Background: an optimization exercise with open tools, aiming at small area and a short achievable clock period. Do not read the settings as production practice.
Power is estimated from default activity; no workload was simulated.

==> 11-21 <==
Design mul16, start of the top module:
module mul16(
    input clk,
    input logic[15:0] a,
    input logic[15:0] b,
    output logic[31:0] r
);
    wire pp0_0;
    wire pp0_1;
    wire pp0_2;
    wire pp0_3;
    wire pp0_4;
    wire pp0_5;
    wire pp0_6;
    wire pp0_7;
    wire pp0_8;
    wire pp0_9;
    wire pp0_10;
    wire pp0_11;
    wire pp0_12;
    wire pp0_13;
    wire pp0_14;
    wire pp0_15;
    wire pp1_0;
    wire pp1_1;
    wire pp1_2;
    wire pp1_3;
    wire pp1_4;
    wire pp1_5;
    wire pp1_6;
    wire pp1_7;
    wire pp1_8;
    wire pp1_9;
    wire pp1_10;
    wire pp1_11;
    wire pp1_12;
    wire pp1_13;
    wire pp1_14;
    wire pp1_15;
    wire pp2_0;
    wire pp2_1;
    wire pp2_2;
    wire pp2_3;
    wire pp2_4;
    wire pp2_5;
    wire pp2_6;
    wire pp2_7;
    wire pp2_8;
    wire pp2_9;
    wire pp2_10;
    wire pp2_11;
    wire pp2_12;
    wire pp2_13;
    wire pp2_14;
    wire pp2_15;
    wire pp3_0;
    wire pp3_1;
    wire pp3_2;
    wire pp3_3;
    wire pp3_4;
    wire pp3_5;
    wire pp3_6;
    wire pp3_7;
    wire pp3_8;
    wire pp3_9;
    wire pp3_10;
    wire pp3_11;
    wire pp3_12;
    wire pp3_13;
    wire pp3_14;
  ...
export LEC_CHECK = 0
export CAP_MARGIN = 20
export CORE_MARGIN = 2
export CORE_UTILIZATION = 40
export CTS_BUF_LIST = sky130_fd_sc_hd__clkbuf_8
export CTS_CLUSTER_SIZE = 12
export SETUP_SLACK_MARGIN = 2.0
export SLEW_MARGIN = 20
export SYNTH_HIERARCHICAL = 1
export SYNTH_MINIMUM_KEEP_SIZE = 0
create_clock -name core_clock -period 5.5 [get_ports {clk}]
standard.sh (not shown) runs the stock make flow with config.mk's settings and CLKGATE_MAP_FILE= SYNTH_SCRIPT=/design/flow/synth_recipe.tcl, a recipe that flattens the netlist after the stock synthesis.
==> flow/flow/run.sh <==
#!/bin/bash
set -uo pipefail
here=$(pwd)
export BUFFER_PORTS_ARGS="-buffer_cell sky130_fd_sc_hd__buf_4"
export PRE_RESIZE_TCL="$here/flow/outbuf.tcl"
bash standard.sh > standard.log 2>&1
==> flow/flow/outbuf.tcl <==
# Sourced by ORFS's resize.tcl before repair_design: the buffer that buffer_ports put on
# each output port becomes a sky130_fd_sc_hd__buf_1.
set n 0
foreach port [get_ports -filter "direction==output"] {
  set net [get_nets [get_full_name $port]]
  foreach pin [get_pins -of_objects $net -filter "direction==output"] {
    set inst [get_cells -of_objects $pin]
    if {[get_property $inst ref_name] eq "sky130_fd_sc_hd__buf_4"} {
      replace_cell $inst sky130_fd_sc_hd__buf_1
      incr n
    }
  }
}
puts "outbuf.tcl: $n output buffers made buf_1"
==> inputs of 03-01, as changes to 11-21 <==
--- a/flow/design.v
+++ b/flow/design.v
@@ -1093,30 +1093,28 @@
     assign cg[22] = xn[28] & yn[28];
     assign cp[22] = xn[28] ^ yn[28];
     assign cg[23] = xn[29] & yn[29];
     assign cp[23] = xn[29] ^ yn[29];
     assign cg[24] = xn[30] & yn[30];
     assign cp[24] = xn[30] ^ yn[30];
     assign cg[25] = xn[31] & yn[31];
     assign cp[25] = xn[31] ^ yn[31];
-    mul16_cpa ucpa (.gi(cg), .pi(cp), .co(cco));
-    wire [24:0] cco;
-    assign cs = {~(cp[25] ^ cco[24]), ~(cp[24] ^ cco[23]), ~(cp[23] ^ cco[22]), ~(cp[22] ^ cco[21]), ~(cp[21] ^ cco[20]), ~(cp[20] ^ cco[19]), ~(cp[19] ^ cco[18]), ~(cp[18] ^ cco[17]), ~(cp[17] ^ cco[16]), ~(cp[16] ^ cco[15]), ~(cp[15] ^ cco[14]), ~(cp[14] ^ cco[13]), ~(cp[13] ^ cco[12]), ~(cp[12] ^ cco[11]), ~(cp[11] ^ cco[10]), ~(cp[10] ^ cco[9]), ~(cp[9] ^ cco[8]), ~(cp[8] ^ cco[7]), ~(cp[7] ^ cco[6]), ~(cp[6] ^ cco[5]), ~(cp[5] ^ cco[4]), ~(cp[4] ^ cco[3]), ~(cp[3] ^ cco[2]), ~(cp[2] ^ cco[1]), ~(cp[1] ^ cco[0]), cp[0]};
+    mul16_cpa ucpa (.gi(cg), .pi(cp), .s(cs));
     wire [31:0] sum = {cs, ~xn[5], ~xn[4], ~xn[3], ~xn[2], ~xn[1], ~xn[0]};
     always_ff @(posedge clk) begin
         q <= {c388, pp15_15, c386, s387, c382, s385, c376, s381, c368, s375, s367, c358, s357, c346, s345, s331, c318, s329, c302, s317, c300, c284, s301, c282, s283, c264, s281, s263, s261, c220, s241, s239, c218, s219, c196, s217, s195, c172, s193, s171, c150, s169, c130, s149, c128, s147, s129, c110, s109, c92, s91, c76, s75, c62, s61, c50, c40, s49, c38, s39, c30, s29, s19, s11, s5, s1, pp0_0};
         r <= sum;
     end
 endmodule
 module mul16_fa(input x, input y, input z, output s, output c);
     assign s = x ^ y ^ z;
     assign c = (x & y) | (x & z) | (y & z);
 endmodule
-module mul16_cpa(input [25:0] gi, input [25:0] pi, output [24:0] co);
+module mul16_cpa(input [25:0] gi, input [25:0] pi, output [25:0] s);
     wire g0 = gi[0] | pi[0];
     wire p0 = pi[0];
     wire g1 = gi[1];
     wire p1 = pi[1];
     wire g2 = gi[2];
     wire p2 = pi[2];
     wire g3 = gi[3];
     wire p3 = pi[3];
@@ -1247,13 +1245,13 @@
     wire G41 = g18 | (p18 & G30);
     wire P41 = p18 & P30;
     wire G42 = g20 | (p20 & G26);
     wire P42 = p20 & P26;
     wire G43 = g22 | (p22 & G31);
     wire P43 = p22 & P31;
     wire G44 = g24 | (p24 & G24);
     wire P44 = p24 & P24;
-    assign co = {G44, G24, G43, G31, G42, G26, G41, G30, G40, G23, G39, G29, G38, G25, G37, G28, G36, G20, G35, G27, G34, G14, G33, G1, g0};
+    assign s = {~(p25 ^ G44), ~(p24 ^ G24), ~(p23 ^ G43), ~(p22 ^ G31), ~(p21 ^ G42), ~(p20 ^ G26), ~(p19 ^ G41), ~(p18 ^ G30), ~(p17 ^ G40), ~(p16 ^ G23), ~(p15 ^ G39), ~(p14 ^ G29), ~(p13 ^ G38), ~(p12 ^ G25), ~(p11 ^ G37), ~(p10 ^ G28), ~(p9 ^ G36), ~(p8 ^ G20), ~(p7 ^ G35), ~(p6 ^ G27), ~(p5 ^ G34), ~(p4 ^ G14), ~(p3 ^ G33), ~(p2 ^ G1), ~(p1 ^ g0), p0};
 endmodule
 module mul16_xnor(input x, input y, output s);
     assign s = ~(x ^ y);
 endmodule
==> flow/flow/run.sh (replaced) <==
#!/bin/bash
# The standard layout (the standard.sh, standard synthesis unchanged), except that
# the port buffers are sky130_fd_sc_hd__buf_2 cells instead of the resizer's default pick
# (a clkdlybuf4s50_1 delay cell). Every input and output port still gets its buffer.
set -uo pipefail
export BUFFER_PORTS_ARGS="-buffer_cell sky130_fd_sc_hd__buf_2"
bash standard.sh > standard.log 2>&1
Settings changed: CTS_BUF_LIST sky130_fd_sc_hd__clkbuf_8 to not set, CTS_CLUSTER_SIZE 12 to not set, SETUP_SLACK_MARGIN 2.0 to 1.8.
removed: flow/flow/outbuf.tcl
==> run summary <==
Register-to-register slack: 03-01 is lower than 11-21 (0.14 ns).
Clock skew: 11-21 is higher than 03-01 (0.0097 ns).
In critical path depth, 11-21 and 03-01 do not differ.
Against 03-01, the worst setup slack of 11-21 is higher by 0.24 ns.
Sequential cell count is the same in 03-01 and 11-21.
Synthesized cell count: 03-01 is lower than 11-21 (about 1.9%).
Global-route usage: 11-21 is lower than 03-01 (0.89 points).
Against 11-21, the via count of 03-01 is higher by 1.2%.
Between 03-01 and 11-21, the lower sequential share of layout area is in 11-21 (gap 0.088 points).
11-21 went through all stages and came out clean. 03-01 finished with timing, DRC and antenna clean.
Worst hold slack is about the same in 03-01 and 11-21.
==> figures <==
item                                                                                  03-01          11-21
Final cell count without fillers                                                       1080           1077
Tightest hold margin                                                               0.361 ns       0.362 ns
Area occupied by multi-input gates                                              0.00629 mm2    0.00645 mm2
Comb. pwr                                                                         0.00344 W      0.00373 W
Buffer count excluding the clock tree in the final layout                                64             65
Fraction of layout cells with a size suffix above 1                                   18.1%          19.1%
Met3 routed wirelength                                                              1470 um        1280 um
Site row count                                                                           53             54
Worst reg2reg path endpoint                                                   r[31]$_DFF_P_  r[30]$_DFF_P_
Met2 wire length                                                                    9590 um        9430 um
Met2 routing resource usage after global routing                                      31.7%          30.7%
Switching power                                                                   0.00235 W      0.00236 W
Final core occ                                                                        44.4%          43.4%
Clock share of power                                                                  12.2%           8.1%
Routed wire per std cell                                                            18.5 um        18.2 um
Final WS setup                                                                      1.89 ns        2.12 ns
Largest vdd supply drop                                                          0.000319 V     0.000348 V
Number of design-rule violations left by the first detailed-router iteration            304            296
Clock Network Area Fraction                                                           3.24%          1.91%
Count of instances resized after the clock tree is built                                  0              1
Detailed-route wire length                                                         20000 um       19600 um
Status                                                             timing/DRC/antenna clean  timing/DRC/antenna clean
No functional check of the RTL was part of any run of this note.

## re-timing with driven ports
No port has a modelled driver above. Below, the same layouts with a new extraction and two added sets of constraints. Step 1, drivers: a clkbuf_16 drives clk and a buf_2 each remaining input, both assumed. Step 2 also shifts input and output timing later by t, the mid clock arrival at the registers, as if the neighbouring blocks saw the same clock. Slacks: no drivers / after step 1 / after step 2; pairs: no drivers / after step 1.
| run | t, ns | setup WS [ns] | worst hold slack (ns) | worst register clock-pin slew, ns | worst data-port slew with drivers (ns) |
|---|---|---|---|---|---|
| 11-21 | 0.424 | 2.124 / 2.133 / 1.709 | 0.362 / 0.362 / 0.362 | 0.10 / 0.10 | 0.05 |
| 03-01 | 0.399 | 1.885 / 1.897 / 1.498 | 0.361 / 0.361 / 0.361 | 0.07 / 0.07 | 0.05 |
After both steps setup and hold are still met in every run listed. The setup slack of 11-21, which loses most, moves by +0.009 ns with the drivers and by -0.415 ns with both steps.
